This design comes from an exercise in tuning for small area and a short achievable clock period on the open sky130 flow, not from production work.
At most, simulation tests tie the RTL to the original design; equivalence was not proved.
The RTL of run 1 was laid out without a check of its function.
Power is estimated from default activity; no workload was simulated.

## flow/design.v (module list and top-level ports; edited modules follow where they fit)
// module movavg: 1922 lines
module movavg(
    input logic clk,
    input logic reset,
    input logic [63:0] din,
    output logic [63:0] dout
);
  // ...
==> flow/flow/run.sh <==
#!/bin/bash
set -euo pipefail
export BUFFER_PORTS_ARGS="-buffer_cell sky130_fd_sc_hd__buf_2"
bash standard.sh > standard_make.log 2>&1
==> flow/standard.sh <==
#!/bin/bash
# synth_recipe.tcl (not shown) runs the flow's synth.tcl, then flattens the netlist and writes it again
# the make line also repeats each setting of config.mk as NAME=value (left out here)
make -C /OpenROAD-flow-scripts/flow DESIGN_CONFIG=/design/flow/config.mk WORK_HOME=/design/flow/orfs CLKGATE_MAP_FILE= SYNTH_SCRIPT=/design/flow/synth_recipe.tcl "${@:-finish}"
==> flow/config.mk <==
export PLATFORM = sky130hd
export DESIGN_NAME = movavg
export DESIGN_NICKNAME = movavg
export VERILOG_FILES = /design/flow/design.v
export SDC_FILE = /design/flow/constraint.sdc
export NUM_CORES = 4
export LEC_CHECK = 0
export CAP_MARGIN = 20
export CORE_MARGIN = 2
export CORE_UTILIZATION = 65
export CTS_BUF_LIST = sky130_fd_sc_hd__clkbuf_4 sky130_fd_sc_hd__clkbuf_8
export PLACE_DENSITY = 0.75
export SETUP_SLACK_MARGIN = 1.5
export SLEW_MARGIN = 20
==> flow/constraint.sdc <==
create_clock -name core_clock -period 7.5 [get_ports {clk}]
set_input_delay 1.5000 -clock core_clock [delete_from_list [all_inputs] [get_ports {clk}]]
set_output_delay 1.5000 -clock core_clock [all_outputs]
set_load 0.01 [all_outputs]
==> results.py, run 1 <==
metrics = {
    "grt": {
        "grt_pass1_vias": 7999,
        "grt_max_degree": 111,
        "grt.busiest_layer": "met2",
    },
    "critical_path": {
        "r2r_cells": 20,
        "cp-endpoint": "dout[40]",
        "reg2reg_slack_ns": 2.68,
        "cp.required_ns": 6.00,
        "r2r_start": "t1[19]",
        "path_cells": "buf_8 -> ha_4 -> inv_2 -> fa_2 -> or2b_4 -> a21oi_4 -> o21a_1 -> a311o_2 -> o21ba_4 -> o2111ai_4 -> a221o_2 -> and2_4 -> o21bai_4 -> buf_4 -> xor2_1 -> buf_2",
        "path_buf_inv": 4,
    },
    "layout": {
        "clock_area_frac": 0.0294,
    },
    "power_and_ir_drop": {
        "p_seq_mw": 1.17,
        "combPwrFrac": 0.430,
        "power_switching_mw": 1.17,
    },
    "drt": {
        "drc": 0,
        "met3_length_um": 576,
        "drt-total-wl_mm": 21.7,
    },
    "logic_synthesis": {
        "yosys_warnings": 1,
        "yosysUniqueCellTypes": 65,
        "synth_compound_area_frac": 0.101,
        "syn-instance-count": 1225,
    },
    "die": {
        "die_w_um": 141,
        "io_pins": 130,
    },
    "clocking": {
        "cts_resized": 51,
    },
    "status": {
        "status": "timing/DRC/antenna clean",
    },
    "hold_path": {
        "holdPathStages": 2,
    },
}
==> run 2, diff against run 1 <==
--- a/flow/design.v
+++ b/flow/design.v
@@ -950,16 +950,217 @@
    logic ar_w367;
    logic ar_w368;
    logic ar_w369;
    logic ar_w370;
    logic ar_w371;
    logic ar_w372;
    logic ar_w373;
    logic ar_w374;
+   logic ar_w375;
+   logic ar_w376;
+   logic ar_w377;
+   logic ar_w378;
+   logic ar_w379;
+   logic ar_w380;
+   logic ar_w381;
+   logic ar_w382;
+   logic ar_w383;
+   logic ar_w384;
+   logic ar_w385;
+   logic ar_w386;
+   logic ar_w387;
+   logic ar_w388;
+   logic ar_w389;
+   logic ar_w390;
+   logic ar_w391;
+   logic ar_w392;
+   logic ar_w393;
+   logic ar_w394;
+   logic ar_w395;
+   logic ar_w396;
+   logic ar_w397;
+   logic ar_w398;
+   logic ar_w399;
+   logic ar_w400;
+   logic ar_w401;
+   logic ar_w402;
+   logic ar_w403;
+   logic ar_w404;
+   logic ar_w405;
+   logic ar_w406;
+   logic ar_w407;
+   logic ar_w408;
+   logic ar_w409;
+   logic ar_w410;
+   logic ar_w411;
+   logic ar_w412;
+   logic ar_w413;
+   logic ar_w414;
+   logic ar_w415;
+   logic ar_w416;
+   logic ar_w417;
+   logic ar_w418;
+   logic ar_w419;
+   logic ar_w420;
+   logic ar_w421;
+   logic ar_w422;
+   logic ar_w423;
+   logic ar_w424;
+   logic ar_w425;
+   logic ar_w426;
+   logic ar_w427;
+   logic ar_w428;
+   logic ar_w429;
+   logic ar_w430;
+   logic ar_w431;
+   logic ar_w432;
+   logic ar_w433;
+   logic ar_w434;
+   logic ar_w435;
+   logic ar_w436;
+   logic ar_w437;
+   logic ar_w438;
+   logic ar_w439;
+   logic ar_w440;
+   logic ar_w441;
+   logic ar_w442;
+   logic ar_w443;
+   logic ar_w444;
+   logic ar_w445;
+   logic ar_w446;
+   logic ar_w447;
+   logic ar_w448;
+   logic ar_w449;
+   logic ar_w450;
+   logic ar_w451;
+   logic ar_w452;
+   logic ar_w453;
+   logic ar_w454;
+   logic ar_w455;
+   logic ar_w456;
+   logic ar_w457;
+   logic ar_w458;
+   logic ar_w459;
+   logic ar_w460;
+   logic ar_w461;
+   logic ar_w462;
+   logic ar_w463;
+   logic ar_w464;
+   logic ar_w465;
+   logic ar_w466;
+   logic ar_w467;
+   logic ar_w468;
+   logic ar_w469;
+   logic ar_w470;
+   logic ar_w471;
+   logic ar_w472;
+   logic ar_w473;
+   logic ar_w474;
+   logic ar_w475;
+   logic ar_w476;
+   logic ar_w477;
+   logic ar_w478;
+   logic ar_w479;
+   logic ar_w480;
+   logic ar_w481;
+   logic ar_w482;
+   logic ar_w483;
+   logic ar_w484;
+   logic ar_w485;
+   logic ar_w486;
+   logic ar_w487;
+   logic ar_w488;
+   logic ar_w489;
+   logic ar_w490;
+   logic ar_w491;
+   logic ar_w492;
+   logic ar_w493;
+   logic ar_w494;
+   logic ar_w495;
+   logic ar_w496;
+   logic ar_w497;
+   logic ar_w498;
+   logic ar_w499;
+   logic ar_w500;
+   logic ar_w501;
+   logic ar_w502;
+   logic ar_w503;
+   logic ar_w504;
+   logic ar_w505;
+   logic ar_w506;
+   logic ar_w507;
+   logic ar_w508;
+   logic ar_w509;
+   logic ar_w510;
+   logic ar_w511;
+   logic ar_w512;
+   logic ar_w513;
+   logic ar_w514;
+   logic ar_w515;
+   logic ar_w516;
+   logic ar_w517;
+   logic ar_w518;
+   logic ar_w519;
+   logic ar_w520;
+   logic ar_w521;
+   logic ar_w522;
+   logic ar_w523;
+   logic ar_w524;
+   logic ar_w525;
+   logic ar_w526;
+   logic ar_w527;
+   logic ar_w528;
+   logic ar_w529;
+   logic ar_w530;
+   logic ar_w531;
+   logic ar_w532;
+   logic ar_w533;
+   logic ar_w534;
+   logic ar_w535;
+   logic ar_w536;
+   logic ar_w537;
+   logic ar_w538;
+   logic ar_w539;
+   logic ar_w540;
+   logic ar_w541;
+   logic ar_w542;
+   logic ar_w543;
+   logic ar_w544;
+   logic ar_w545;
+   logic ar_w546;
+   logic ar_w547;
+   logic ar_w548;
+   logic ar_w549;
+   logic ar_w550;
+   logic ar_w551;
+   logic ar_w552;
+   logic ar_w553;
+   logic ar_w554;
+   logic ar_w555;
+   logic ar_w556;
+   logic ar_w557;
+   logic ar_w558;
+   logic ar_w559;
+   logic ar_w560;
+   logic ar_w561;
+   logic ar_w562;
+   logic ar_w563;
+   logic ar_w564;
+   logic ar_w565;
+   logic ar_w566;
+   logic ar_w567;
+   logic ar_w568;
+   logic ar_w569;
+   logic ar_w570;
+   logic ar_w571;
+   logic ar_w572;
+   logic ar_w573;
+   logic ar_w574;
+   logic ar_w575;
    assign ao_w1 = din[0] & r[0];
    assign ao_w2 = din[1] & r[1];
    assign ao_w3 = din[2] & r[2];
    assign ao_w4 = din[3] & r[3];
    assign ao_w5 = din[4] & r[4];
    assign ao_w6 = din[5] & r[5];
    assign ao_w7 = din[6] & r[6];
    assign ao_w8 = din[7] & r[7];
@@ -1720,199 +1921,400 @@
    assign ar_w185 = ar_w58 | (ar_w122 & ar_w57);
    assign ar_w186 = ar_w122 & ar_w121;
    assign ar_w187 = ar_w60 | (ar_w124 & ar_w59);
    assign ar_w188 = ar_w124 & ar_w123;
    assign ar_w189 = ar_w62 | (ar_w126 & ar_w61);
    assign ar_w190 = ar_w126 & ar_w125;
    assign ar_w191 = ar_w64 | (ar_w128 & ar_w63);
    assign ar_w192 = ar_w128 & ar_w127;
-   assign ar_w193 = ar_w131 | (ar_w132 & ar_w129);
-   assign ar_w194 = ar_w132 & ar_w130;
-   assign ar_w195 = ar_w135 | (ar_w136 & ar_w133);
-   assign ar_w196 = ar_w136 & ar_w134;
-   assign ar_w197 = ar_w139 | (ar_w140 & ar_w137);
-   assign ar_w198 = ar_w140 & ar_w138;
-   assign ar_w199 = ar_w143 | (ar_w144 & ar_w141);
-   assign ar_w200 = ar_w144 & ar_w142;
-   assign ar_w201 = ar_w147 | (ar_w148 & ar_w145);
-   assign ar_w202 = ar_w148 & ar_w146;
-   assign ar_w203 = ar_w151 | (ar_w152 & ar_w149);
-   assign ar_w204 = ar_w152 & ar_w150;
-   assign ar_w205 = ar_w155 | (ar_w156 & ar_w153);
-   assign ar_w206 = ar_w156 & ar_w154;
-   assign ar_w207 = ar_w159 | (ar_w160 & ar_w157);
-   assign ar_w208 = ar_w160 & ar_w158;
-   assign ar_w209 = ar_w163 | (ar_w164 & ar_w161);
-   assign ar_w210 = ar_w164 & ar_w162;
-   assign ar_w211 = ar_w167 | (ar_w168 & ar_w165);
-   assign ar_w212 = ar_w168 & ar_w166;
-   assign ar_w213 = ar_w171 | (ar_w172 & ar_w169);
-   assign ar_w214 = ar_w172 & ar_w170;
-   assign ar_w215 = ar_w175 | (ar_w176 & ar_w173);
-   assign ar_w216 = ar_w176 & ar_w174;
-   assign ar_w217 = ar_w179 | (ar_w180 & ar_w177);
-   assign ar_w218 = ar_w180 & ar_w178;
-   assign ar_w219 = ar_w183 | (ar_w184 & ar_w181);
-   assign ar_w220 = ar_w184 & ar_w182;
-   assign ar_w221 = ar_w187 | (ar_w188 & ar_w185);
-   assign ar_w222 = ar_w188 & ar_w186;
-   assign ar_w223 = ar_w191 | (ar_w192 & ar_w189);
-   assign ar_w224 = ar_w192 & ar_w190;
-   assign ar_w225 = ar_w195 | (ar_w196 & ar_w193);
-   assign ar_w226 = ar_w196 & ar_w194;
-   assign ar_w227 = ar_w199 | (ar_w200 & ar_w197);
-   assign ar_w228 = ar_w200 & ar_w198;
-   assign ar_w229 = ar_w203 | (ar_w204 & ar_w201);
-   assign ar_w230 = ar_w204 & ar_w202;
-   assign ar_w231 = ar_w207 | (ar_w208 & ar_w205);
-   assign ar_w232 = ar_w208 & ar_w206;
-   assign ar_w233 = ar_w211 | (ar_w212 & ar_w209);
-   assign ar_w234 = ar_w212 & ar_w210;
-   assign ar_w235 = ar_w215 | (ar_w216 & ar_w213);
-   assign ar_w236 = ar_w216 & ar_w214;
-   assign ar_w237 = ar_w219 | (ar_w220 & ar_w217);
-   assign ar_w238 = ar_w220 & ar_w218;
-   assign ar_w239 = ar_w223 | (ar_w224 & ar_w221);
-   assign ar_w240 = ar_w224 & ar_w222;
-   assign ar_w241 = ar_w227 | (ar_w228 & ar_w225);
-   assign ar_w242 = ar_w228 & ar_w226;
-   assign ar_w243 = ar_w231 | (ar_w232 & ar_w229);
-   assign ar_w244 = ar_w232 & ar_w230;
-   assign ar_w245 = ar_w235 | (ar_w236 & ar_w233);
-   assign ar_w246 = ar_w236 & ar_w234;
-   assign ar_w247 = ar_w239 | (ar_w240 & ar_w237);
-   assign ar_w248 = ar_w240 & ar_w238;
-   assign ar_w249 = ar_w243 | (ar_w244 & ar_w241);
-   assign ar_w250 = ar_w244 & ar_w242;
-   assign ar_w251 = ar_w247 | (ar_w248 & ar_w245);
-   assign ar_w252 = ar_w248 & ar_w246;
-   assign ar_w253 = ar_w251 | (ar_w252 & ar_w249);
-   assign ar_w254 = ar_w252 & ar_w250;
-   assign ar_w255 = ar_w245 | (ar_w246 & ar_w249);
-   assign ar_w256 = ar_w229 | (ar_w230 & ar_w241);
-   assign ar_w257 = ar_w233 | (ar_w234 & ar_w249);
-   assign ar_w258 = ar_w237 | (ar_w238 & ar_w255);
-   assign ar_w259 = ar_w197 | (ar_w198 & ar_w225);
-   assign ar_w260 = ar_w201 | (ar_w202 & ar_w241);
-   assign ar_w261 = ar_w205 | (ar_w206 & ar_w256);
-   assign ar_w262 = ar_w209 | (ar_w210 & ar_w249);
-   assign ar_w263 = ar_w213 | (ar_w214 & ar_w257);
-   assign ar_w264 = ar_w217 | (ar_w218 & ar_w255);
-   assign ar_w265 = ar_w221 | (ar_w222 & ar_w258);
-   assign ar_w266 = ar_w133 | (ar_w134 & ar_w193);
-   assign ar_w267 = ar_w137 | (ar_w138 & ar_w225);
-   assign ar_w268 = ar_w141 | (ar_w142 & ar_w259);
-   assign ar_w269 = ar_w145 | (ar_w146 & ar_w241);
-   assign ar_w270 = ar_w149 | (ar_w150 & ar_w260);
-   assign ar_w271 = ar_w153 | (ar_w154 & ar_w256);
-   assign ar_w272 = ar_w157 | (ar_w158 & ar_w261);
-   assign ar_w273 = ar_w161 | (ar_w162 & ar_w249);
-   assign ar_w274 = ar_w165 | (ar_w166 & ar_w262);
-   assign ar_w275 = ar_w169 | (ar_w170 & ar_w257);
-   assign ar_w276 = ar_w173 | (ar_w174 & ar_w263);
-   assign ar_w277 = ar_w177 | (ar_w178 & ar_w255);
-   assign ar_w278 = ar_w181 | (ar_w182 & ar_w264);
-   assign ar_w279 = ar_w185 | (ar_w186 & ar_w258);
-   assign ar_w280 = ar_w189 | (ar_w190 & ar_w265);
-   assign ar_w281 = ar_w3 | (ar_w67 & ar_w129);
-   assign ar_w282 = ar_w5 | (ar_w69 & ar_w193);
-   assign ar_w283 = ar_w7 | (ar_w71 & ar_w266);
-   assign ar_w284 = ar_w9 | (ar_w73 & ar_w225);
-   assign ar_w285 = ar_w11 | (ar_w75 & ar_w267);
-   assign ar_w286 = ar_w13 | (ar_w77 & ar_w259);
-   assign ar_w287 = ar_w15 | (ar_w79 & ar_w268);
-   assign ar_w288 = ar_w17 | (ar_w81 & ar_w241);
-   assign ar_w289 = ar_w19 | (ar_w83 & ar_w269);
-   assign ar_w290 = ar_w21 | (ar_w85 & ar_w260);
-   assign ar_w291 = ar_w23 | (ar_w87 & ar_w270);
-   assign ar_w292 = ar_w25 | (ar_w89 & ar_w256);
-   assign ar_w293 = ar_w27 | (ar_w91 & ar_w271);
-   assign ar_w294 = ar_w29 | (ar_w93 & ar_w261);
-   assign ar_w295 = ar_w31 | (ar_w95 & ar_w272);
-   assign ar_w296 = ar_w33 | (ar_w97 & ar_w249);
-   assign ar_w297 = ar_w35 | (ar_w99 & ar_w273);
-   assign ar_w298 = ar_w37 | (ar_w101 & ar_w262);
-   assign ar_w299 = ar_w39 | (ar_w103 & ar_w274);
-   assign ar_w300 = ar_w41 | (ar_w105 & ar_w257);
-   assign ar_w301 = ar_w43 | (ar_w107 & ar_w275);
-   assign ar_w302 = ar_w45 | (ar_w109 & ar_w263);
-   assign ar_w303 = ar_w47 | (ar_w111 & ar_w276);
-   assign ar_w304 = ar_w49 | (ar_w113 & ar_w255);
-   assign ar_w305 = ar_w51 | (ar_w115 & ar_w277);
-   assign ar_w306 = ar_w53 | (ar_w117 & ar_w264);
-   assign ar_w307 = ar_w55 | (ar_w119 & ar_w278);
-   assign ar_w308 = ar_w57 | (ar_w121 & ar_w258);
-   assign ar_w309 = ar_w59 | (ar_w123 & ar_w279);
-   assign ar_w310 = ar_w61 | (ar_w125 & ar_w265);
-   assign ar_w311 = ar_w63 | (ar_w127 & ar_w280);
-   assign ar_w312 = ar_w66 ^ ar_w1;
-   assign ar_w313 = ar_w67 ^ ar_w129;
-   assign ar_w314 = ar_w68 ^ ar_w281;
-   assign ar_w315 = ar_w69 ^ ar_w193;
-   assign ar_w316 = ar_w70 ^ ar_w282;
-   assign ar_w317 = ar_w71 ^ ar_w266;
-   assign ar_w318 = ar_w72 ^ ar_w283;
-   assign ar_w319 = ar_w73 ^ ar_w225;
-   assign ar_w320 = ar_w74 ^ ar_w284;
-   assign ar_w321 = ar_w75 ^ ar_w267;
-   assign ar_w322 = ar_w76 ^ ar_w285;
-   assign ar_w323 = ar_w77 ^ ar_w259;
-   assign ar_w324 = ar_w78 ^ ar_w286;
-   assign ar_w325 = ar_w79 ^ ar_w268;
-   assign ar_w326 = ar_w80 ^ ar_w287;
-   assign ar_w327 = ar_w81 ^ ar_w241;
-   assign ar_w328 = ar_w82 ^ ar_w288;
-   assign ar_w329 = ar_w83 ^ ar_w269;
-   assign ar_w330 = ar_w84 ^ ar_w289;
-   assign ar_w331 = ar_w85 ^ ar_w260;
-   assign ar_w332 = ar_w86 ^ ar_w290;
-   assign ar_w333 = ar_w87 ^ ar_w270;
-   assign ar_w334 = ar_w88 ^ ar_w291;
-   assign ar_w335 = ar_w89 ^ ar_w256;
-   assign ar_w336 = ar_w90 ^ ar_w292;
-   assign ar_w337 = ar_w91 ^ ar_w271;
-   assign ar_w338 = ar_w92 ^ ar_w293;
-   assign ar_w339 = ar_w93 ^ ar_w261;
-   assign ar_w340 = ar_w94 ^ ar_w294;
-   assign ar_w341 = ar_w95 ^ ar_w272;
-   assign ar_w342 = ar_w96 ^ ar_w295;
-   assign ar_w343 = ar_w97 ^ ar_w249;
-   assign ar_w344 = ar_w98 ^ ar_w296;
-   assign ar_w345 = ar_w99 ^ ar_w273;
-   assign ar_w346 = ar_w100 ^ ar_w297;
-   assign ar_w347 = ar_w101 ^ ar_w262;
-   assign ar_w348 = ar_w102 ^ ar_w298;
-   assign ar_w349 = ar_w103 ^ ar_w274;
-   assign ar_w350 = ar_w104 ^ ar_w299;
-   assign ar_w351 = ar_w105 ^ ar_w257;
-   assign ar_w352 = ar_w106 ^ ar_w300;
-   assign ar_w353 = ar_w107 ^ ar_w275;
-   assign ar_w354 = ar_w108 ^ ar_w301;
-   assign ar_w355 = ar_w109 ^ ar_w263;
-   assign ar_w356 = ar_w110 ^ ar_w302;
-   assign ar_w357 = ar_w111 ^ ar_w276;
-   assign ar_w358 = ar_w112 ^ ar_w303;
-   assign ar_w359 = ar_w113 ^ ar_w255;
-   assign ar_w360 = ar_w114 ^ ar_w304;
-   assign ar_w361 = ar_w115 ^ ar_w277;
-   assign ar_w362 = ar_w116 ^ ar_w305;
-   assign ar_w363 = ar_w117 ^ ar_w264;
-   assign ar_w364 = ar_w118 ^ ar_w306;
-   assign ar_w365 = ar_w119 ^ ar_w278;
-   assign ar_w366 = ar_w120 ^ ar_w307;
-   assign ar_w367 = ar_w121 ^ ar_w258;
-   assign ar_w368 = ar_w122 ^ ar_w308;
-   assign ar_w369 = ar_w123 ^ ar_w279;
-   assign ar_w370 = ar_w124 ^ ar_w309;
-   assign ar_w371 = ar_w125 ^ ar_w265;
-   assign ar_w372 = ar_w126 ^ ar_w310;
-   assign ar_w373 = ar_w127 ^ ar_w280;
-   assign ar_w374 = ar_w128 ^ ar_w311;
-   assign r_next = {ar_w374, ar_w373, ar_w372, ar_w371, ar_w370, ar_w369, ar_w368, ar_w367, ar_w366, ar_w365, ar_w364, ar_w363, ar_w362, ar_w361, ar_w360, ar_w359, ar_w358, ar_w357, ar_w356, ar_w355, ar_w354, ar_w353, ar_w352, ar_w351, ar_w350, ar_w349, ar_w348, ar_w347, ar_w346, ar_w345, ar_w344, ar_w343, ar_w342, ar_w341, ar_w340, ar_w339, ar_w338, ar_w337, ar_w336, ar_w335, ar_w334, ar_w333, ar_w332, ar_w331, ar_w330, ar_w329, ar_w328, ar_w327, ar_w326, ar_w325, ar_w324, ar_w323, ar_w322, ar_w321, ar_w320, ar_w319, ar_w318, ar_w317, ar_w316, ar_w315, ar_w314, ar_w313, ar_w312, ar_w65};
+   assign ar_w193 = ar_w3 | (ar_w67 & ar_w129);
+   assign ar_w194 = ar_w67 & ar_w130;
+   assign ar_w195 = ar_w131 | (ar_w132 & ar_w129);
+   assign ar_w196 = ar_w132 & ar_w130;
+   assign ar_w197 = ar_w7 | (ar_w71 & ar_w133);
+   assign ar_w198 = ar_w71 & ar_w134;
+   assign ar_w199 = ar_w135 | (ar_w136 & ar_w133);
+   assign ar_w200 = ar_w136 & ar_w134;
+   assign ar_w201 = ar_w11 | (ar_w75 & ar_w137);
+   assign ar_w202 = ar_w75 & ar_w138;
+   assign ar_w203 = ar_w139 | (ar_w140 & ar_w137);
+   assign ar_w204 = ar_w140 & ar_w138;
+   assign ar_w205 = ar_w15 | (ar_w79 & ar_w141);
+   assign ar_w206 = ar_w79 & ar_w142;
+   assign ar_w207 = ar_w143 | (ar_w144 & ar_w141);
+   assign ar_w208 = ar_w144 & ar_w142;
+   assign ar_w209 = ar_w19 | (ar_w83 & ar_w145);
+   assign ar_w210 = ar_w83 & ar_w146;
+   assign ar_w211 = ar_w147 | (ar_w148 & ar_w145);
+   assign ar_w212 = ar_w148 & ar_w146;
+   assign ar_w213 = ar_w23 | (ar_w87 & ar_w149);
+   assign ar_w214 = ar_w87 & ar_w150;
+   assign ar_w215 = ar_w151 | (ar_w152 & ar_w149);
+   assign ar_w216 = ar_w152 & ar_w150;
+   assign ar_w217 = ar_w27 | (ar_w91 & ar_w153);
+   assign ar_w218 = ar_w91 & ar_w154;
+   assign ar_w219 = ar_w155 | (ar_w156 & ar_w153);
+   assign ar_w220 = ar_w156 & ar_w154;
+   assign ar_w221 = ar_w31 | (ar_w95 & ar_w157);
+   assign ar_w222 = ar_w95 & ar_w158;
+   assign ar_w223 = ar_w159 | (ar_w160 & ar_w157);
+   assign ar_w224 = ar_w160 & ar_w158;
+   assign ar_w225 = ar_w35 | (ar_w99 & ar_w161);
+   assign ar_w226 = ar_w99 & ar_w162;
+   assign ar_w227 = ar_w163 | (ar_w164 & ar_w161);
+   assign ar_w228 = ar_w164 & ar_w162;
+   assign ar_w229 = ar_w39 | (ar_w103 & ar_w165);
+   assign ar_w230 = ar_w103 & ar_w166;
+   assign ar_w231 = ar_w167 | (ar_w168 & ar_w165);
+   assign ar_w232 = ar_w168 & ar_w166;
+   assign ar_w233 = ar_w43 | (ar_w107 & ar_w169);
+   assign ar_w234 = ar_w107 & ar_w170;
+   assign ar_w235 = ar_w171 | (ar_w172 & ar_w169);
+   assign ar_w236 = ar_w172 & ar_w170;
+   assign ar_w237 = ar_w47 | (ar_w111 & ar_w173);
+   assign ar_w238 = ar_w111 & ar_w174;
+   assign ar_w239 = ar_w175 | (ar_w176 & ar_w173);
+   assign ar_w240 = ar_w176 & ar_w174;
+   assign ar_w241 = ar_w51 | (ar_w115 & ar_w177);
+   assign ar_w242 = ar_w115 & ar_w178;
+   assign ar_w243 = ar_w179 | (ar_w180 & ar_w177);
+   assign ar_w244 = ar_w180 & ar_w178;
+   assign ar_w245 = ar_w55 | (ar_w119 & ar_w181);
+   assign ar_w246 = ar_w119 & ar_w182;
+   assign ar_w247 = ar_w183 | (ar_w184 & ar_w181);
+   assign ar_w248 = ar_w184 & ar_w182;
+   assign ar_w249 = ar_w59 | (ar_w123 & ar_w185);
+   assign ar_w250 = ar_w123 & ar_w186;
+   assign ar_w251 = ar_w187 | (ar_w188 & ar_w185);
+   assign ar_w252 = ar_w188 & ar_w186;
+   assign ar_w253 = ar_w63 | (ar_w127 & ar_w189);
+   assign ar_w254 = ar_w127 & ar_w190;
+   assign ar_w255 = ar_w191 | (ar_w192 & ar_w189);
+   assign ar_w256 = ar_w192 & ar_w190;
+   assign ar_w257 = ar_w5 | (ar_w69 & ar_w195);
+   assign ar_w258 = ar_w69 & ar_w196;
+   assign ar_w259 = ar_w133 | (ar_w134 & ar_w195);
+   assign ar_w260 = ar_w134 & ar_w196;
+   assign ar_w261 = ar_w197 | (ar_w198 & ar_w195);
+   assign ar_w262 = ar_w198 & ar_w196;
+   assign ar_w263 = ar_w199 | (ar_w200 & ar_w195);
+   assign ar_w264 = ar_w200 & ar_w196;
+   assign ar_w265 = ar_w13 | (ar_w77 & ar_w203);
+   assign ar_w266 = ar_w77 & ar_w204;
+   assign ar_w267 = ar_w141 | (ar_w142 & ar_w203);
+   assign ar_w268 = ar_w142 & ar_w204;
+   assign ar_w269 = ar_w205 | (ar_w206 & ar_w203);
+   assign ar_w270 = ar_w206 & ar_w204;
+   assign ar_w271 = ar_w207 | (ar_w208 & ar_w203);
+   assign ar_w272 = ar_w208 & ar_w204;
+   assign ar_w273 = ar_w21 | (ar_w85 & ar_w211);
+   assign ar_w274 = ar_w85 & ar_w212;
+   assign ar_w275 = ar_w149 | (ar_w150 & ar_w211);
+   assign ar_w276 = ar_w150 & ar_w212;
+   assign ar_w277 = ar_w213 | (ar_w214 & ar_w211);
+   assign ar_w278 = ar_w214 & ar_w212;
+   assign ar_w279 = ar_w215 | (ar_w216 & ar_w211);
+   assign ar_w280 = ar_w216 & ar_w212;
+   assign ar_w281 = ar_w29 | (ar_w93 & ar_w219);
+   assign ar_w282 = ar_w93 & ar_w220;
+   assign ar_w283 = ar_w157 | (ar_w158 & ar_w219);
+   assign ar_w284 = ar_w158 & ar_w220;
+   assign ar_w285 = ar_w221 | (ar_w222 & ar_w219);
+   assign ar_w286 = ar_w222 & ar_w220;
+   assign ar_w287 = ar_w223 | (ar_w224 & ar_w219);
+   assign ar_w288 = ar_w224 & ar_w220;
+   assign ar_w289 = ar_w37 | (ar_w101 & ar_w227);
+   assign ar_w290 = ar_w101 & ar_w228;
+   assign ar_w291 = ar_w165 | (ar_w166 & ar_w227);
+   assign ar_w292 = ar_w166 & ar_w228;
+   assign ar_w293 = ar_w229 | (ar_w230 & ar_w227);
+   assign ar_w294 = ar_w230 & ar_w228;
+   assign ar_w295 = ar_w231 | (ar_w232 & ar_w227);
+   assign ar_w296 = ar_w232 & ar_w228;
+   assign ar_w297 = ar_w45 | (ar_w109 & ar_w235);
+   assign ar_w298 = ar_w109 & ar_w236;
+   assign ar_w299 = ar_w173 | (ar_w174 & ar_w235);
+   assign ar_w300 = ar_w174 & ar_w236;
+   assign ar_w301 = ar_w237 | (ar_w238 & ar_w235);
+   assign ar_w302 = ar_w238 & ar_w236;
+   assign ar_w303 = ar_w239 | (ar_w240 & ar_w235);
+   assign ar_w304 = ar_w240 & ar_w236;
+   assign ar_w305 = ar_w53 | (ar_w117 & ar_w243);
+   assign ar_w306 = ar_w117 & ar_w244;
+   assign ar_w307 = ar_w181 | (ar_w182 & ar_w243);
+   assign ar_w308 = ar_w182 & ar_w244;
+   assign ar_w309 = ar_w245 | (ar_w246 & ar_w243);
+   assign ar_w310 = ar_w246 & ar_w244;
+   assign ar_w311 = ar_w247 | (ar_w248 & ar_w243);
+   assign ar_w312 = ar_w248 & ar_w244;
+   assign ar_w313 = ar_w61 | (ar_w125 & ar_w251);
+   assign ar_w314 = ar_w125 & ar_w252;
+   assign ar_w315 = ar_w189 | (ar_w190 & ar_w251);
+   assign ar_w316 = ar_w190 & ar_w252;
+   assign ar_w317 = ar_w253 | (ar_w254 & ar_w251);
+   assign ar_w318 = ar_w254 & ar_w252;
+   assign ar_w319 = ar_w255 | (ar_w256 & ar_w251);
+   assign ar_w320 = ar_w256 & ar_w252;
+   assign ar_w321 = ar_w9 | (ar_w73 & ar_w263);
+   assign ar_w322 = ar_w73 & ar_w264;
+   assign ar_w323 = ar_w137 | (ar_w138 & ar_w263);
+   assign ar_w324 = ar_w138 & ar_w264;
+   assign ar_w325 = ar_w201 | (ar_w202 & ar_w263);
+   assign ar_w326 = ar_w202 & ar_w264;
+   assign ar_w327 = ar_w203 | (ar_w204 & ar_w263);
+   assign ar_w328 = ar_w204 & ar_w264;
+   assign ar_w329 = ar_w265 | (ar_w266 & ar_w263);
+   assign ar_w330 = ar_w266 & ar_w264;
+   assign ar_w331 = ar_w267 | (ar_w268 & ar_w263);
+   assign ar_w332 = ar_w268 & ar_w264;
+   assign ar_w333 = ar_w269 | (ar_w270 & ar_w263);
+   assign ar_w334 = ar_w270 & ar_w264;
+   assign ar_w335 = ar_w271 | (ar_w272 & ar_w263);
+   assign ar_w336 = ar_w272 & ar_w264;
+   assign ar_w337 = ar_w25 | (ar_w89 & ar_w279);
+   assign ar_w338 = ar_w89 & ar_w280;
+   assign ar_w339 = ar_w153 | (ar_w154 & ar_w279);
+   assign ar_w340 = ar_w154 & ar_w280;
+   assign ar_w341 = ar_w217 | (ar_w218 & ar_w279);
+   assign ar_w342 = ar_w218 & ar_w280;
+   assign ar_w343 = ar_w219 | (ar_w220 & ar_w279);
+   assign ar_w344 = ar_w220 & ar_w280;
+   assign ar_w345 = ar_w281 | (ar_w282 & ar_w279);
+   assign ar_w346 = ar_w282 & ar_w280;
+   assign ar_w347 = ar_w283 | (ar_w284 & ar_w279);
+   assign ar_w348 = ar_w284 & ar_w280;
+   assign ar_w349 = ar_w285 | (ar_w286 & ar_w279);
+   assign ar_w350 = ar_w286 & ar_w280;
+   assign ar_w351 = ar_w287 | (ar_w288 & ar_w279);
+   assign ar_w352 = ar_w288 & ar_w280;
+   assign ar_w353 = ar_w41 | (ar_w105 & ar_w295);
+   assign ar_w354 = ar_w105 & ar_w296;
+   assign ar_w355 = ar_w169 | (ar_w170 & ar_w295);
+   assign ar_w356 = ar_w170 & ar_w296;
+   assign ar_w357 = ar_w233 | (ar_w234 & ar_w295);
+   assign ar_w358 = ar_w234 & ar_w296;
+   assign ar_w359 = ar_w235 | (ar_w236 & ar_w295);
+   assign ar_w360 = ar_w236 & ar_w296;
+   assign ar_w361 = ar_w297 | (ar_w298 & ar_w295);
+   assign ar_w362 = ar_w298 & ar_w296;
+   assign ar_w363 = ar_w299 | (ar_w300 & ar_w295);
+   assign ar_w364 = ar_w300 & ar_w296;
+   assign ar_w365 = ar_w301 | (ar_w302 & ar_w295);
+   assign ar_w366 = ar_w302 & ar_w296;
+   assign ar_w367 = ar_w303 | (ar_w304 & ar_w295);
+   assign ar_w368 = ar_w304 & ar_w296;
+   assign ar_w369 = ar_w57 | (ar_w121 & ar_w311);
+   assign ar_w370 = ar_w121 & ar_w312;
+   assign ar_w371 = ar_w185 | (ar_w186 & ar_w311);
+   assign ar_w372 = ar_w186 & ar_w312;
+   assign ar_w373 = ar_w249 | (ar_w250 & ar_w311);
+   assign ar_w374 = ar_w250 & ar_w312;
+   assign ar_w375 = ar_w251 | (ar_w252 & ar_w311);
+   assign ar_w376 = ar_w252 & ar_w312;
+   assign ar_w377 = ar_w313 | (ar_w314 & ar_w311);
+   assign ar_w378 = ar_w314 & ar_w312;
+   assign ar_w379 = ar_w315 | (ar_w316 & ar_w311);
+   assign ar_w380 = ar_w316 & ar_w312;
+   assign ar_w381 = ar_w317 | (ar_w318 & ar_w311);
+   assign ar_w382 = ar_w318 & ar_w312;
+   assign ar_w383 = ar_w319 | (ar_w320 & ar_w311);
+   assign ar_w384 = ar_w320 & ar_w312;
+   assign ar_w385 = ar_w17 | (ar_w81 & ar_w335);
+   assign ar_w386 = ar_w81 & ar_w336;
+   assign ar_w387 = ar_w145 | (ar_w146 & ar_w335);
+   assign ar_w388 = ar_w146 & ar_w336;
+   assign ar_w389 = ar_w209 | (ar_w210 & ar_w335);
+   assign ar_w390 = ar_w210 & ar_w336;
+   assign ar_w391 = ar_w211 | (ar_w212 & ar_w335);
+   assign ar_w392 = ar_w212 & ar_w336;
+   assign ar_w393 = ar_w273 | (ar_w274 & ar_w335);
+   assign ar_w394 = ar_w274 & ar_w336;
+   assign ar_w395 = ar_w275 | (ar_w276 & ar_w335);
+   assign ar_w396 = ar_w276 & ar_w336;
+   assign ar_w397 = ar_w277 | (ar_w278 & ar_w335);
+   assign ar_w398 = ar_w278 & ar_w336;
+   assign ar_w399 = ar_w279 | (ar_w280 & ar_w335);
+   assign ar_w400 = ar_w280 & ar_w336;
+   assign ar_w401 = ar_w337 | (ar_w338 & ar_w335);
+   assign ar_w402 = ar_w338 & ar_w336;
+   assign ar_w403 = ar_w339 | (ar_w340 & ar_w335);
+   assign ar_w404 = ar_w340 & ar_w336;
+   assign ar_w405 = ar_w341 | (ar_w342 & ar_w335);
+   assign ar_w406 = ar_w342 & ar_w336;
+   assign ar_w407 = ar_w343 | (ar_w344 & ar_w335);
+   assign ar_w408 = ar_w344 & ar_w336;
+   assign ar_w409 = ar_w345 | (ar_w346 & ar_w335);
+   assign ar_w410 = ar_w346 & ar_w336;
+   assign ar_w411 = ar_w347 | (ar_w348 & ar_w335);
+   assign ar_w412 = ar_w348 & ar_w336;
+   assign ar_w413 = ar_w349 | (ar_w350 & ar_w335);
+   assign ar_w414 = ar_w350 & ar_w336;
+   assign ar_w415 = ar_w351 | (ar_w352 & ar_w335);
+   assign ar_w416 = ar_w352 & ar_w336;
+   assign ar_w417 = ar_w49 | (ar_w113 & ar_w367);
+   assign ar_w418 = ar_w113 & ar_w368;
+   assign ar_w419 = ar_w177 | (ar_w178 & ar_w367);
+   assign ar_w420 = ar_w178 & ar_w368;
+   assign ar_w421 = ar_w241 | (ar_w242 & ar_w367);
+   assign ar_w422 = ar_w242 & ar_w368;
+   assign ar_w423 = ar_w243 | (ar_w244 & ar_w367);
+   assign ar_w424 = ar_w244 & ar_w368;
+   assign ar_w425 = ar_w305 | (ar_w306 & ar_w367);
+   assign ar_w426 = ar_w306 & ar_w368;
+   assign ar_w427 = ar_w307 | (ar_w308 & ar_w367);
+   assign ar_w428 = ar_w308 & ar_w368;
+   assign ar_w429 = ar_w309 | (ar_w310 & ar_w367);
+   assign ar_w430 = ar_w310 & ar_w368;
+   assign ar_w431 = ar_w311 | (ar_w312 & ar_w367);
+   assign ar_w432 = ar_w312 & ar_w368;
+   assign ar_w433 = ar_w369 | (ar_w370 & ar_w367);
+   assign ar_w434 = ar_w370 & ar_w368;
+   assign ar_w435 = ar_w371 | (ar_w372 & ar_w367);
+   assign ar_w436 = ar_w372 & ar_w368;
+   assign ar_w437 = ar_w373 | (ar_w374 & ar_w367);
+   assign ar_w438 = ar_w374 & ar_w368;
+   assign ar_w439 = ar_w375 | (ar_w376 & ar_w367);
+   assign ar_w440 = ar_w376 & ar_w368;
+   assign ar_w441 = ar_w377 | (ar_w378 & ar_w367);
+   assign ar_w442 = ar_w378 & ar_w368;
+   assign ar_w443 = ar_w379 | (ar_w380 & ar_w367);
+   assign ar_w444 = ar_w380 & ar_w368;
+   assign ar_w445 = ar_w381 | (ar_w382 & ar_w367);
+   assign ar_w446 = ar_w382 & ar_w368;
+   assign ar_w447 = ar_w383 | (ar_w384 & ar_w367);
+   assign ar_w448 = ar_w384 & ar_w368;
+   assign ar_w449 = ar_w33 | (ar_w97 & ar_w415);
+   assign ar_w450 = ar_w97 & ar_w416;
+   assign ar_w451 = ar_w161 | (ar_w162 & ar_w415);
+   assign ar_w452 = ar_w162 & ar_w416;
+   assign ar_w453 = ar_w225 | (ar_w226 & ar_w415);
+   assign ar_w454 = ar_w226 & ar_w416;
+   assign ar_w455 = ar_w227 | (ar_w228 & ar_w415);
+   assign ar_w456 = ar_w228 & ar_w416;
+   assign ar_w457 = ar_w289 | (ar_w290 & ar_w415);
+   assign ar_w458 = ar_w290 & ar_w416;
+   assign ar_w459 = ar_w291 | (ar_w292 & ar_w415);
+   assign ar_w460 = ar_w292 & ar_w416;
+   assign ar_w461 = ar_w293 | (ar_w294 & ar_w415);
+   assign ar_w462 = ar_w294 & ar_w416;
+   assign ar_w463 = ar_w295 | (ar_w296 & ar_w415);
+   assign ar_w464 = ar_w296 & ar_w416;
+   assign ar_w465 = ar_w353 | (ar_w354 & ar_w415);
+   assign ar_w466 = ar_w354 & ar_w416;
+   assign ar_w467 = ar_w355 | (ar_w356 & ar_w415);
+   assign ar_w468 = ar_w356 & ar_w416;
+   assign ar_w469 = ar_w357 | (ar_w358 & ar_w415);
+   assign ar_w470 = ar_w358 & ar_w416;
+   assign ar_w471 = ar_w359 | (ar_w360 & ar_w415);
+   assign ar_w472 = ar_w360 & ar_w416;
+   assign ar_w473 = ar_w361 | (ar_w362 & ar_w415);
+   assign ar_w474 = ar_w362 & ar_w416;
+   assign ar_w475 = ar_w363 | (ar_w364 & ar_w415);
+   assign ar_w476 = ar_w364 & ar_w416;
+   assign ar_w477 = ar_w365 | (ar_w366 & ar_w415);
+   assign ar_w478 = ar_w366 & ar_w416;
+   assign ar_w479 = ar_w367 | (ar_w368 & ar_w415);
+   assign ar_w480 = ar_w368 & ar_w416;
+   assign ar_w481 = ar_w417 | (ar_w418 & ar_w415);
+   assign ar_w482 = ar_w418 & ar_w416;
+   assign ar_w483 = ar_w419 | (ar_w420 & ar_w415);
+   assign ar_w484 = ar_w420 & ar_w416;
+   assign ar_w485 = ar_w421 | (ar_w422 & ar_w415);
+   assign ar_w486 = ar_w422 & ar_w416;
+   assign ar_w487 = ar_w423 | (ar_w424 & ar_w415);
+   assign ar_w488 = ar_w424 & ar_w416;
+   assign ar_w489 = ar_w425 | (ar_w426 & ar_w415);
+   assign ar_w490 = ar_w426 & ar_w416;
+   assign ar_w491 = ar_w427 | (ar_w428 & ar_w415);
+   assign ar_w492 = ar_w428 & ar_w416;
+   assign ar_w493 = ar_w429 | (ar_w430 & ar_w415);
+   assign ar_w494 = ar_w430 & ar_w416;
+   assign ar_w495 = ar_w431 | (ar_w432 & ar_w415);
+   assign ar_w496 = ar_w432 & ar_w416;
+   assign ar_w497 = ar_w433 | (ar_w434 & ar_w415);
+   assign ar_w498 = ar_w434 & ar_w416;
+   assign ar_w499 = ar_w435 | (ar_w436 & ar_w415);
+   assign ar_w500 = ar_w436 & ar_w416;
+   assign ar_w501 = ar_w437 | (ar_w438 & ar_w415);
+   assign ar_w502 = ar_w438 & ar_w416;
+   assign ar_w503 = ar_w439 | (ar_w440 & ar_w415);
+   assign ar_w504 = ar_w440 & ar_w416;
+   assign ar_w505 = ar_w441 | (ar_w442 & ar_w415);
+   assign ar_w506 = ar_w442 & ar_w416;
+   assign ar_w507 = ar_w443 | (ar_w444 & ar_w415);
+   assign ar_w508 = ar_w444 & ar_w416;
+   assign ar_w509 = ar_w445 | (ar_w446 & ar_w415);
+   assign ar_w510 = ar_w446 & ar_w416;
+   assign ar_w511 = ar_w447 | (ar_w448 & ar_w415);
+   assign ar_w512 = ar_w448 & ar_w416;
+   assign ar_w513 = ar_w66 ^ ar_w1;
+   assign ar_w514 = ar_w67 ^ ar_w129;
+   assign ar_w515 = ar_w68 ^ ar_w193;
+   assign ar_w516 = ar_w69 ^ ar_w195;
+   assign ar_w517 = ar_w70 ^ ar_w257;
+   assign ar_w518 = ar_w71 ^ ar_w259;
+   assign ar_w519 = ar_w72 ^ ar_w261;
+   assign ar_w520 = ar_w73 ^ ar_w263;
+   assign ar_w521 = ar_w74 ^ ar_w321;
+   assign ar_w522 = ar_w75 ^ ar_w323;
+   assign ar_w523 = ar_w76 ^ ar_w325;
+   assign ar_w524 = ar_w77 ^ ar_w327;
+   assign ar_w525 = ar_w78 ^ ar_w329;
+   assign ar_w526 = ar_w79 ^ ar_w331;
+   assign ar_w527 = ar_w80 ^ ar_w333;
+   assign ar_w528 = ar_w81 ^ ar_w335;
+   assign ar_w529 = ar_w82 ^ ar_w385;
+   assign ar_w530 = ar_w83 ^ ar_w387;
+   assign ar_w531 = ar_w84 ^ ar_w389;
+   assign ar_w532 = ar_w85 ^ ar_w391;
+   assign ar_w533 = ar_w86 ^ ar_w393;
+   assign ar_w534 = ar_w87 ^ ar_w395;
+   assign ar_w535 = ar_w88 ^ ar_w397;
+   assign ar_w536 = ar_w89 ^ ar_w399;
+   assign ar_w537 = ar_w90 ^ ar_w401;
+   assign ar_w538 = ar_w91 ^ ar_w403;
+   assign ar_w539 = ar_w92 ^ ar_w405;
+   assign ar_w540 = ar_w93 ^ ar_w407;
+   assign ar_w541 = ar_w94 ^ ar_w409;
+   assign ar_w542 = ar_w95 ^ ar_w411;
+   assign ar_w543 = ar_w96 ^ ar_w413;
+   assign ar_w544 = ar_w97 ^ ar_w415;
+   assign ar_w545 = ar_w98 ^ ar_w449;
+   assign ar_w546 = ar_w99 ^ ar_w451;
+   assign ar_w547 = ar_w100 ^ ar_w453;
+   assign ar_w548 = ar_w101 ^ ar_w455;
+   assign ar_w549 = ar_w102 ^ ar_w457;
+   assign ar_w550 = ar_w103 ^ ar_w459;
+   assign ar_w551 = ar_w104 ^ ar_w461;
+   assign ar_w552 = ar_w105 ^ ar_w463;
+   assign ar_w553 = ar_w106 ^ ar_w465;
+   assign ar_w554 = ar_w107 ^ ar_w467;
+   assign ar_w555 = ar_w108 ^ ar_w469;
+   assign ar_w556 = ar_w109 ^ ar_w471;
+   assign ar_w557 = ar_w110 ^ ar_w473;
+   assign ar_w558 = ar_w111 ^ ar_w475;
+   assign ar_w559 = ar_w112 ^ ar_w477;
+   assign ar_w560 = ar_w113 ^ ar_w479;
+   assign ar_w561 = ar_w114 ^ ar_w481;
+   assign ar_w562 = ar_w115 ^ ar_w483;
+   assign ar_w563 = ar_w116 ^ ar_w485;
+   assign ar_w564 = ar_w117 ^ ar_w487;
+   assign ar_w565 = ar_w118 ^ ar_w489;
+   assign ar_w566 = ar_w119 ^ ar_w491;
+   assign ar_w567 = ar_w120 ^ ar_w493;
+   assign ar_w568 = ar_w121 ^ ar_w495;
+   assign ar_w569 = ar_w122 ^ ar_w497;
+   assign ar_w570 = ar_w123 ^ ar_w499;
+   assign ar_w571 = ar_w124 ^ ar_w501;
+   assign ar_w572 = ar_w125 ^ ar_w503;
+   assign ar_w573 = ar_w126 ^ ar_w505;
+   assign ar_w574 = ar_w127 ^ ar_w507;
+   assign ar_w575 = ar_w128 ^ ar_w509;
+   assign r_next = {ar_w575, ar_w574, ar_w573, ar_w572, ar_w571, ar_w570, ar_w569, ar_w568, ar_w567, ar_w566, ar_w565, ar_w564, ar_w563, ar_w562, ar_w561, ar_w560, ar_w559, ar_w558, ar_w557, ar_w556, ar_w555, ar_w554, ar_w553, ar_w552, ar_w551, ar_w550, ar_w549, ar_w548, ar_w547, ar_w546, ar_w545, ar_w544, ar_w543, ar_w542, ar_w541, ar_w540, ar_w539, ar_w538, ar_w537, ar_w536, ar_w535, ar_w534, ar_w533, ar_w532, ar_w531, ar_w530, ar_w529, ar_w528, ar_w527, ar_w526, ar_w525, ar_w524, ar_w523, ar_w522, ar_w521, ar_w520, ar_w519, ar_w518, ar_w517, ar_w516, ar_w515, ar_w514, ar_w513, ar_w65};
    always_ff @(posedge clk) begin
       if (reset) begin
          t1 <= 64'h0;
          t2 <= 64'h0;
          r  <= 64'h0;
       end else begin
          t1 <= din;
          t2 <= t1;
==> flow/config.mk (replaced) <==
export PLATFORM = sky130hd
export DESIGN_NAME = movavg
export DESIGN_NICKNAME = movavg
export VERILOG_FILES = /design/flow/design.v
export SDC_FILE = /design/flow/constraint.sdc
export NUM_CORES = 4
export LEC_CHECK = 0
export CAP_MARGIN = 20
export CORE_MARGIN = 2
export CORE_UTILIZATION = 40
export CTS_BUF_LIST = sky130_fd_sc_hd__clkbuf_4 sky130_fd_sc_hd__clkbuf_8
export SETUP_SLACK_MARGIN = 1.5
export SLEW_MARGIN = 20
==> results.py, run 2 <==
metrics = {
    "critical_path": {
        "worstSetupPathType": "input port to output port",
        "r2r_start": "t1[22]",
        "worst_setup_path_end_kind": "output port",
        "critPathLaunchType": "input port",
        "crit_fanout": 5,
        "cp.required_ns": 6.00,
        "setup.worst_path.start": "din[12]",
        "crit_arrival_ns": 4.39,
    },
    "clocking": {
        "clock_latency_ns": 0.48,
        "cts-root-buf": "clkbuf_8",
        "clockBufferDepth": 2,
        "path_clk_slew_ns": 0.11,
        "htree_levels": 4,
        "cts_tree": "done",
        "cts_sinks": 192,
        "cts_made_buffers": 17,
        "cts_hold_buf": 0,
    },
    "grt": {
        "antenna_found_initial": 4,
        "grt_pass1_vias": 8771,
        "track_usage": 0.162,
        "grt_max_degree": 134,
        "grt_pass1_wl_mm": 42.9,
        "overflow": 0,
    },
    "die": {
        "die_w_um": 180,
        "start_util": 0.405,
        "fp.dieArea_um2": 32300,
        "fp-row-count": 64,
        "fp.dieH_um": 180,
        "io_pins": 130,
        "core_region_area_um2": 30500,
    },
    "timing": {
        "hold_violations": 0,
        "fin_tns_setup_ns": 0,
        "min_period_over_period": 0.786,
        "rsz0062_at_grt": "yes",
        "slew_viol_final": 0,
        "slew-limit-headroom": 0.318,
        "setup_viol": 0,
        "hold_slack_ns": 0.455,
        "fin_crit_ns": 5.89,
        "skew_ns": 0.0213,
        "worst_slew_pin_slew_ns": 1.02,
        "max_freq_mhz": 170,
    },
    "logic_synthesis": {
        "syn_nets": 1594,
        "synthArstFlopShare": 0,
        "synthTopCellsByArea": "dfxtp_1 31%, ha_1 13%, fa_1 12%",
        "yosys_warnings": 1,
        "syn-instance-count": 1330,
        "yosysUniqueCellTypes": 70,
        "synth_area_um2": 12400,
        "yosysTopAreaCell": "dfxtp_1",
        "synth_most_common_cell": "dfxtp_1",
        "synth_edf_count": 0,
        "ys_seq_area_frac": 0.311,
        "synth_seq_cells": 192,
        "yosysTopAreaCellShare": 0.311,
        "synth.avg_cell_area_um2": 9.30,
        "synth-main-ff-cell": "dfxtp_1",
        "synthTopCellsByCount": "192 x dfxtp_1, 133 x nor2_1, 127 x inv_1",
    },
    "layout": {
        "layout_commonest_cell": "dfxtp_1",
        "area_growth_pct": 9.31,
        "fin_cells": 1809,
        "layout-drive-gt1-share": 0.156,
        "top_regs": "r: 64 flops, t1: 64 flops, t2: 64 flops",
        "final_nets": 1660,
        "final_cell_mix": "192 x dfxtp_1, 133 x nor2_1, 128 x buf_2, 127 x inv_1, 123 x ha_1",
    },
    "drt": {
        "vias": 8870,
        "wire_per_inst_um": 14.1,
        "via_per_inst": 4.90,
        "drt-initial-drc-count": 349,
        "antenna_left": 0,
        "drt-total-wl_mm": 25.5,
        "drc": 0,
        "firstDrtPassIters": 5,
    },
    "placement": {
        "hpwlAfterDp_mm": 20.1,
        "place_inst": 1769,
        "place.port_buffers": 129,
        "place_congestion": 0.804,
    },
    "power_and_ir_drop": {
        "power_mw": 3.20,
        "seqPwrFrac": 0.364,
        "ir_worst_vdd_mv": 0.127,
        "internal-power_mw": 1.97,
        "clkPwrFrac": 0.203,
        "power.density_nw_per_um2": 236,
        "power_switching_mw": 1.23,
        "combPwrFrac": 0.433,
        "leakage_nw": 6.35,
        "switching_share": 0.384,
    },
    "hold_path": {
        "holdCritStartpoint": "t1[23]",
        "hold_class": "register to register",
    },
    "status": {
        "status": "timing/DRC/antenna clean",
    },
    "job": {
        "cap_violations": 0,
    },
}
## run 2: path summary, 6_finish.rpt
kind / end / slack, ns / cells after the start
max: dout[51] / 1.61 / 12
min: t2[23] / 0.45 / 2
max reg2reg: r[39] / 3.70 / 11
min reg2reg: t2[23] / 0.45 / 2
## run 2: repair_timing
item                       in CTS  in global routing
setup endpoints to repair      13                 21
pin swaps                       2                  4
buffers inserted                2                  2
gates resized for setup         9                 21
## run 2: layer usage
metal / up-vias / part of all wire / global-route usage
li1: 4529 / - / -
met5: - / 0 / 0
met4: 0 / 0.014 / 0.0410
met2: 146 / 0.46 / 0.269
met3: 21 / 0.040 / 0.0357
met1: 4174 / 0.48 / 0.214
## run 2: power groups by stage
stage | registers [mW] | clock network, mW | logic (mW)
floorplan | 1.18 | 0 | 1.17
global placement | 1.19 | 0 | 1.33
detailed placement | 1.19 | 0 | 1.34
CTS | 1.17 | 0.679 | 1.37
global route | 1.18 | 0.718 | 1.56
finish | 1.16 | 0.650 | 1.38
## run 2: kinds of logic after synthesis
family                     after synthesis  share of synthesized area
AOI/OAI and AO/OA                      242                      0.131
xor gates and xnor gates                87                     0.0616
adders and majority gates              198                      0.245
buffers and inverters                  216                     0.0850
DFF                                    192                      0.311
muxes                                   10                    0.00931
and+or+nand+nor                        385                      0.157
## run 2: final cells by class
class / count / area [um2]
fillers: 2996 / 17000
multi-input cells: 922 / 7630
flip-flops and latches: 192 / 3840
repair buffers: 135 / 697
well taps: 396 / 495
inverters: 128 / 480
clock buffers: 18 / 241
clock inverters: 14 / 120
diodes: 4 / 10.0
## run 2: worst max-delay path, stage by stage
cell	delay [ns]
buf_2	0.14
ha_1	0.34
nand4_1	0.23
or3_4	0.45
a211o_4	0.32
a21oi_2	0.26
a21o_4	0.22
a31o_2	0.26
nand3_1	0.12
a211o_1	0.30
o311ai_1	0.08
buf_2	0.17
## run 2: stage by stage
stage / util / setup slack (ns) / cell area (um2)
2_1_floorplan: - / 1.92 / 12400
3_3_place_gp: 0.425 / 1.24 / 13000
3_5_place_dp: 0.425 / 1.19 / 13000
4_1_cts: 0.439 / 1.49 / 13400
5_1_grt: 0.443 / 1.43 / 13500
6_report: 0.443 / 1.61 / 13500
==> run 3, diff against run 2 <==
--- a/flow/config.mk
+++ b/flow/config.mk
@@ -7,7 +7,8 @@
 export LEC_CHECK = 0
 export CAP_MARGIN = 20
 export CORE_MARGIN = 2
-export CORE_UTILIZATION = 40
+export CORE_UTILIZATION = 65
 export CTS_BUF_LIST = sky130_fd_sc_hd__clkbuf_4 sky130_fd_sc_hd__clkbuf_8
+export PLACE_DENSITY = 0.75
 export SETUP_SLACK_MARGIN = 1.5
 export SLEW_MARGIN = 20
==> results.py, run 3 <==
metrics = {
    "layout": {
        "layout-drive-gt1-share": 0.151,
        "multiInputGateArea_um2": 7570,
        "final_cell_mix": "192 x dfxtp_1, 133 x nor2_1, 128 x buf_2, 127 x inv_1, 124 x ha_1",
        "fin_area_um2": 13300,
        "regArea_um2": 3840,
        "area_growth_pct": 7.66,
        "top_regs": "r: 64 flops, t1: 64 flops, t2: 64 flops",
        "final_nets": 1662,
        "diodes": 0,
        "fillers": 1508,
        "layout_commonest_cell": "dfxtp_1",
    },
    "logic_synthesis": {
        "synthTopCellsByCount": "192 x dfxtp_1, 133 x nor2_1, 127 x inv_1",
        "synth_edf_count": 0,
        "synth.avg_cell_area_um2": 9.30,
        "yosys_warnings": 1,
        "synthTopCellsByArea": "dfxtp_1 31%, ha_1 13%, fa_1 12%",
        "syn-instance-count": 1330,
        "yosysTopAreaCellShare": 0.311,
        "synth_area_um2": 12400,
        "yosysTopAreaCell": "dfxtp_1",
        "synthArstFlopShare": 0,
        "yosysUniqueCellTypes": 70,
        "ys_seq_area_frac": 0.311,
        "syn_nets": 1594,
        "synth_most_common_cell": "dfxtp_1",
        "synth_seq_cells": 192,
        "synth-main-ff-cell": "dfxtp_1",
    },
    "hold_path": {
        "holdCritStartpoint": "t1[11]",
        "holdPathStages": 2,
        "hold_class": "register to register",
    },
    "power_and_ir_drop": {
        "leakage_nw": 6.38,
        "power.density_nw_per_um2": 244,
        "ir_worst_vdd_mv": 0.165,
    },
    "die": {
        "core_region_area_um2": 18700,
        "fp.dieArea_um2": 20100,
        "fp-row-count": 50,
        "start_util": 0.661,
        "fp.dieH_um": 142,
        "die_w_um": 142,
        "io_pins": 130,
    },
    "grt": {
        "grt.busiest_layer": "met2",
        "grtUsageMet3": 0.0478,
        "antenna_found_initial": 2,
        "grt_pass1_vias": 8633,
        "grt_use_met1": 0.320,
        "grt_max_degree": 109,
        "overflow": 0,
        "grt_pass1_wl_mm": 40.0,
        "grt_util_met2": 0.439,
        "track_usage": 0.248,
    },
    "drt": {
        "wire_per_inst_um": 14.7,
        "firstDrtPassIters": 5,
        "vias": 8923,
        "antenna_left": 0,
        "drc": 0,
        "drt-total-wl_mm": 24.1,
        "drt-initial-drc-count": 408,
        "via_per_inst": 5.42,
    },
    "critical_path": {
        "r2r_start": "t1[35]",
        "worst_setup_path_end_kind": "output port",
        "critical_path_cell_count": 14,
        "critPathLaunchType": "input port",
        "cpPeakStageDelay_ns": 0.43,
        "crit_slowest_cell": "fa_1",
        "crit_arrival_ns": 4.34,
        "cp.required_ns": 6.00,
        "cp_top_family": "compound AO/OA/AOI/OAI gates",
        "crit_fanout": 3,
        "r2r_cells": 13,
        "setup.worst_path.start": "din[0]",
        "path_cells": "buf_2 -> ha_1 -> inv_1 -> fa_2 -> nor2b_2 -> o2111ai_2 -> a211o_4 -> a211oi_4 -> o21ai_1 -> nand2b_1 -> a21oi_1 -> o21ai_1 -> fa_1 -> buf_2",
        "path_buf_inv": 3,
        "worstSetupPathType": "input port to output port",
    },
    "job": {
        "cap_violations": 0,
    },
    "timing": {
        "fin_tns_setup_ns": 0,
        "hold_violations": 0,
        "rsz0062_at_grt": "yes",
        "setup_viol": 0,
        "skew_ns": 0.0194,
        "worst_slew_pin_slew_ns": 0.805,
        "fin_crit_ns": 5.84,
        "slew_viol_final": 0,
        "max_freq_mhz": 171,
        "min_period_over_period": 0.779,
        "slew-limit-headroom": 0.463,
    },
    "clocking": {
        "htree_levels": 4,
        "cts_tree": "done",
        "cts_made_buffers": 17,
        "cts-root-buf": "clkbuf_8",
        "path_clk_slew_ns": 0.11,
        "clock_latency_ns": 0.48,
        "cts_hold_buf": 0,
        "clockBufferDepth": 2,
        "cts_sinks": 192,
    },
    "placement": {
        "place.port_buffers": 129,
        "place_congestion": 0.838,
        "dpl_cell_area_um2": 12800,
        "hpwlAfterDp_mm": 18.9,
    },
    "status": {
        "status": "timing/DRC/antenna clean",
    },
}
-- run 3: cell families after synthesis --
group	Yosys count	share of synthesized area
adder cells (fa/ha/maj)	198	0.245
multiplexers	10	0.00931
flip-flops	192	0.311
buffers and inverters	216	0.0850
XOR/XNOR	87	0.0616
AND/OR/NAND/NOR	385	0.157
AO/OA/AOI/OAI	242	0.131
-- run 3: where the power goes --
part | leakage [nW] | switching (mW) | internal [mW] | total, mW
Combinational | 4.57 | 0.777 | 0.601 | 1.38
Clock | 0.212 | 0.416 | 0.292 | 0.708
Sequential | 1.59 | 0.0415 | 1.12 | 1.16
Total | 6.38 | 1.23 | 2.02 | 3.25
-- run 3: worst paths after layout --
path         endpoint  slack, ns
min            t2[11]       0.47
max reg2reg     r[58]       3.68
max          dout[32]       1.66
min reg2reg    t2[11]       0.47
-- run 3: timing repair --
item / CTS / global route
resized for setup: 4 / 17
buffers inserted: 2 / 3
pin swaps: 1 / 5
cloned: 0 / 0
endpoints found under the setup margin: 8 / 21
hold endpoints to repair: 0 / 0
-- run 3: worst register-to-register path: stages (launching register included) --
cell	delay, ns
dfxtp_1	0.33
inv_1	0.06
fa_1	0.51
inv_1	0.05
ha_1	0.33
a21oi_1	0.15
o21ai_0	0.16
a21oi_1	0.18
o21ai_1	0.13
a221oi_2	0.46
o21ai_0	0.36
or3_4	0.45
a31oi_1	0.19
mux2_1	0.35
-- run 3: layer usage --
| metal | share of wire | vias to the layer above |
|---|---|---|
| met4 | 0.0071 | 2 |
| met5 | 0.00054 | - |
| met3 | 0.035 | 17 |
| met2 | 0.50 | 139 |
| li1 | - | 4538 |
| met1 | 0.46 | 4227 |
-- run 3: through the flow --
step                hold WS (ns)  setup slack [ns]  std cells   util  power [mW]
floorplan                  0.448              1.92       1330      -        2.35
global placement           0.452              1.33       1608  0.682        2.50
detailed placement         0.461              1.27       1608  0.682        2.53
CTS                        0.470              1.44       1642  0.706        3.25
global route               0.495              1.48       1645  0.712        3.48
finish                     0.471              1.66       1645  0.712        3.25
-- run 3: layout make-up --
cell class              count  area share
repair buffers            137      0.0537
flip-flops and latches    192       0.289
multi-input cells         922       0.569
clock buffers              18      0.0186
well taps                 234      0.0220
inverters                 128      0.0361
clock inverters            14      0.0123
==> run 4, diff against run 3 <==
==> flow/flow/run.sh (replaced) <==
#!/bin/bash
set -euo pipefail
export BUFFER_PORTS_ARGS="-buffer_cell sky130_fd_sc_hd__buf_2"
export SYNTH_ARGS="-noabc"
bash standard.sh > standard_make.log 2>&1
==> results.py, run 4 <==
metrics = {
    "logic_synthesis": {
        "synth_seq_cells": 192,
        "ys_seq_area_frac": 0.324,
        "yosysTopAreaCell": "dfxtp_1",
        "yosysTopAreaCellShare": 0.324,
        "synth_area_um2": 11900,
        "yosysUniqueCellTypes": 64,
        "yosys_warnings": 1,
        "synth.avg_cell_area_um2": 10.0,
        "syn_nets": 1450,
        "syn-instance-count": 1186,
        "synthTopCellsByArea": "dfxtp_1 32%, ha_1 13%, fa_1 12%",
        "synth_edf_count": 0,
        "synth-main-ff-cell": "dfxtp_1",
        "synthTopCellsByCount": "192 x dfxtp_1, 146 x nor2b_1, 124 x ha_1",
        "synthArstFlopShare": 0,
        "synth_most_common_cell": "dfxtp_1",
    },
    "timing": {
        "fin_crit_ns": 5.95,
        "fin_tns_setup_ns": 0,
        "hold_violations": 0,
        "rsz0062_at_grt": "yes",
        "skew_ns": 0.0293,
        "max_freq_mhz": 168,
        "setup_viol": 0,
        "worst_slack_ns": 1.55,
        "slew-limit-headroom": 0.381,
        "min_period_over_period": 0.793,
        "hold_slack_ns": 0.468,
        "worst_slew_pin_slew_ns": 0.929,
        "slew_viol_final": 0,
    },
    "die": {
        "io_pins": 130,
        "die_w_um": 139,
        "fp.dieArea_um2": 19400,
        "core_region_area_um2": 18000,
        "fp.dieH_um": 139,
        "fp-row-count": 49,
        "start_util": 0.661,
    },
    "critical_path": {
        "cpPeakStageDelay_ns": 0.49,
        "r2r_cells": 12,
        "worst_path_most_repeated_cell": "a2111o_1",
        "crit_arrival_ns": 4.45,
        "crit_fanout": 4,
        "cp.required_ns": 6.00,
        "worstSetupPathType": "input port to output port",
        "worst_setup_path_end_kind": "output port",
        "path_cells": "buf_6 -> ha_4 -> nand4_1 -> a2111o_1 -> a31o_1 -> a211o_4 -> a2111o_1 -> a31oi_4 -> o211ai_1 -> a21boi_2 -> mux2i_1 -> nand2_1 -> buf_2",
        "crit_slowest_cell": "a2111o_1",
        "critPathLaunchType": "input port",
    },
    "clocking": {
        "cts_made_buffers": 17,
        "path_clk_slew_ns": 0.11,
        "cts_hold_buf": 0,
        "cts_tree": "done",
        "cts_sinks": 192,
        "htree_levels": 4,
        "clock_latency_ns": 0.47,
        "clockBufferDepth": 2,
        "cts-root-buf": "clkbuf_8",
    },
    "placement": {
        "dpl_cell_area_um2": 12300,
        "place.port_buffers": 129,
        "dpl_worst_slack_ns": 1.23,
        "place_congestion": 0.853,
        "hpwlAfterDp_mm": 17.7,
        "place_inst": 1459,
    },
    "power_and_ir_drop": {
        "ir_worst_vdd_mv": 0.161,
        "switching_share": 0.355,
        "power_mw": 3.29,
        "internal-power_mw": 2.12,
        "power_switching_mw": 1.17,
        "leakage_nw": 6.03,
        "seqPwrFrac": 0.357,
        "combPwrFrac": 0.413,
        "power.density_nw_per_um2": 251,
        "clkPwrFrac": 0.231,
    },
    "grt": {
        "antenna_found_initial": 1,
        "grt_pass1_vias": 8279,
        "grt_pass1_wl_mm": 38.7,
        "track_usage": 0.243,
        "grt_max_degree": 124,
        "overflow": 0,
    },
    "hold_path": {
        "hold_class": "register to register",
        "holdPathStages": 1,
    },
    "drt": {
        "wire_per_inst_um": 15.6,
        "drc": 0,
        "drt-total-wl_mm": 23.4,
        "vias": 8397,
        "firstDrtPassIters": 6,
        "drt-initial-drc-count": 414,
        "via_per_inst": 5.58,
        "antenna_left": 0,
    },
    "job": {
        "cap_violations": 0,
    },
    "layout": {
        "area_growth_pct": 10.3,
        "fin_area_um2": 13100,
        "final_cell_mix": "192 x dfxtp_1, 146 x nor2b_1, 117 x buf_2, 112 x ha_1, 91 x nor2_1",
        "fin_util": 0.729,
        "top_regs": "r: 64 flops, t1: 64 flops, t2: 64 flops",
        "fillers": 1337,
        "final_nets": 1525,
        "layout_commonest_cell": "dfxtp_1",
        "fin_cells": 1504,
        "layout-drive-gt1-share": 0.169,
    },
    "status": {
        "status": "timing/DRC/antenna clean",
    },
}
[run 4: path summary, 6_finish.rpt]
path / from / to / slack (ns)
setup / recovery: din[15] / dout[43] / 1.55
hold / removal: t1[13] / t2[13] / 0.47
setup reg to reg: t1[19] / r[63] / 3.40
hold reg to reg: t1[13] / t2[13] / 0.47
[run 4: layout make-up]
| class | count | area (um2) | area share |
|---|---|---|---|
| Timing Repair Buffer | 142 | 815 | 0.0622 |
| Antenna cell | 1 | 2.50 | 0.000191 |
| Inverter | 19 | 71.3 | 0.00545 |
| Multi-Input combinational cell | 889 | 7630 | 0.583 |
| Clock buffer | 20 | 263 | 0.0201 |
| Tap cell | 229 | 287 | 0.0219 |
| Sequential cell | 192 | 3840 | 0.294 |
| Clock inverter | 12 | 181 | 0.0139 |
[run 4: logic make-up after synthesis]
logic type | count (synthesis) | share of synthesized area
simple gates | 365 | 0.162
compound gates | 225 | 0.131
fa+ha+maj | 198 | 0.255
flops | 192 | 0.324
buf+inv | 105 | 0.0534
xor+xnor | 99 | 0.0730
mux | 2 | 0.00179
[run 4: critical path: cells and delay by family]
family,cells,cell delay (ns)
adder cells (fa/ha/maj),1,0.27
AND/OR/NAND/NOR,2,0.20
buffers and inverters,2,0.25
multiplexers,1,0.20
AO/OA/AOI/OAI,7,2.02
[run 4: metal layers]
layer / wire, um / GRT usage / share of wire / up-vias
met5: 0 / 0 / 0 / -
met1: 10900 / 0.330 / 0.46 / 4038
li1: - / - / - / 4167
met3: 857 / 0.0404 / 0.037 / 26
met4: 422 / 0.0659 / 0.018 / 0
met2: 11300 / 0.406 / 0.48 / 166
[run 4: repair_timing]
| action | 4_1_cts | 5_1_grt |
|---|---|---|
| setup endpoints to repair | 16 | 19 |
| setup buffers | 5 | 7 |
| pin swaps | 10 | 24 |
| gates resized for setup | 15 | 38 |
[run 4: power groups by stage]
stage          registers (mW)  logic [mW]  clock network, mW
3_3_place_gp             1.19        1.27                  0
2_1_floorplan            1.18        1.13                  0
4_1_cts                  1.17        1.32              0.777
3_5_place_dp             1.19        1.29                  0
6_report                 1.17        1.36              0.759
5_1_grt                  1.18        1.50              0.812

-- what the ideal ports hide --
The flow's constraints put no driver on any port. The routed layouts listed below were extracted and timed again, unchanged, in two steps. Step 1 assumes that a clkbuf_16 drives the clock port and a buf_2 every other input. Step 2 also shifts input and output timing later by t, the mid clock arrival at the registers, as if the neighbouring blocks saw the same clock. Three values: ideal, step 1, step 2; two values: the first two.
run | t (ns) | setup WS [ns] | hold slack, ns | worst register clock-pin slew, ns | cell pins on the clock port's net
run 1 | 0.508 | 1.505 / 1.454 / 1.348 | 0.463 / 0.463 / 0.463 | 0.10 / 0.10 | 1
run 2 | 0.516 | 1.606 / 1.586 / 1.586 | 0.455 / 0.455 / 0.455 | 0.11 / 0.11 | 1
run 3 | 0.507 | 1.660 / 1.639 / 1.639 | 0.471 / 0.471 / 0.471 | 0.11 / 0.11 | 1
run 4 | 0.492 | 1.555 / 1.522 / 1.522 | 0.468 / 0.468 / 0.468 | 0.11 / 0.11 | 1
After both steps setup and hold are still met in every run listed. For run 1, which loses most, drivers alone change the setup slack by -0.051 ns; drivers and shift together by -0.157 ns.
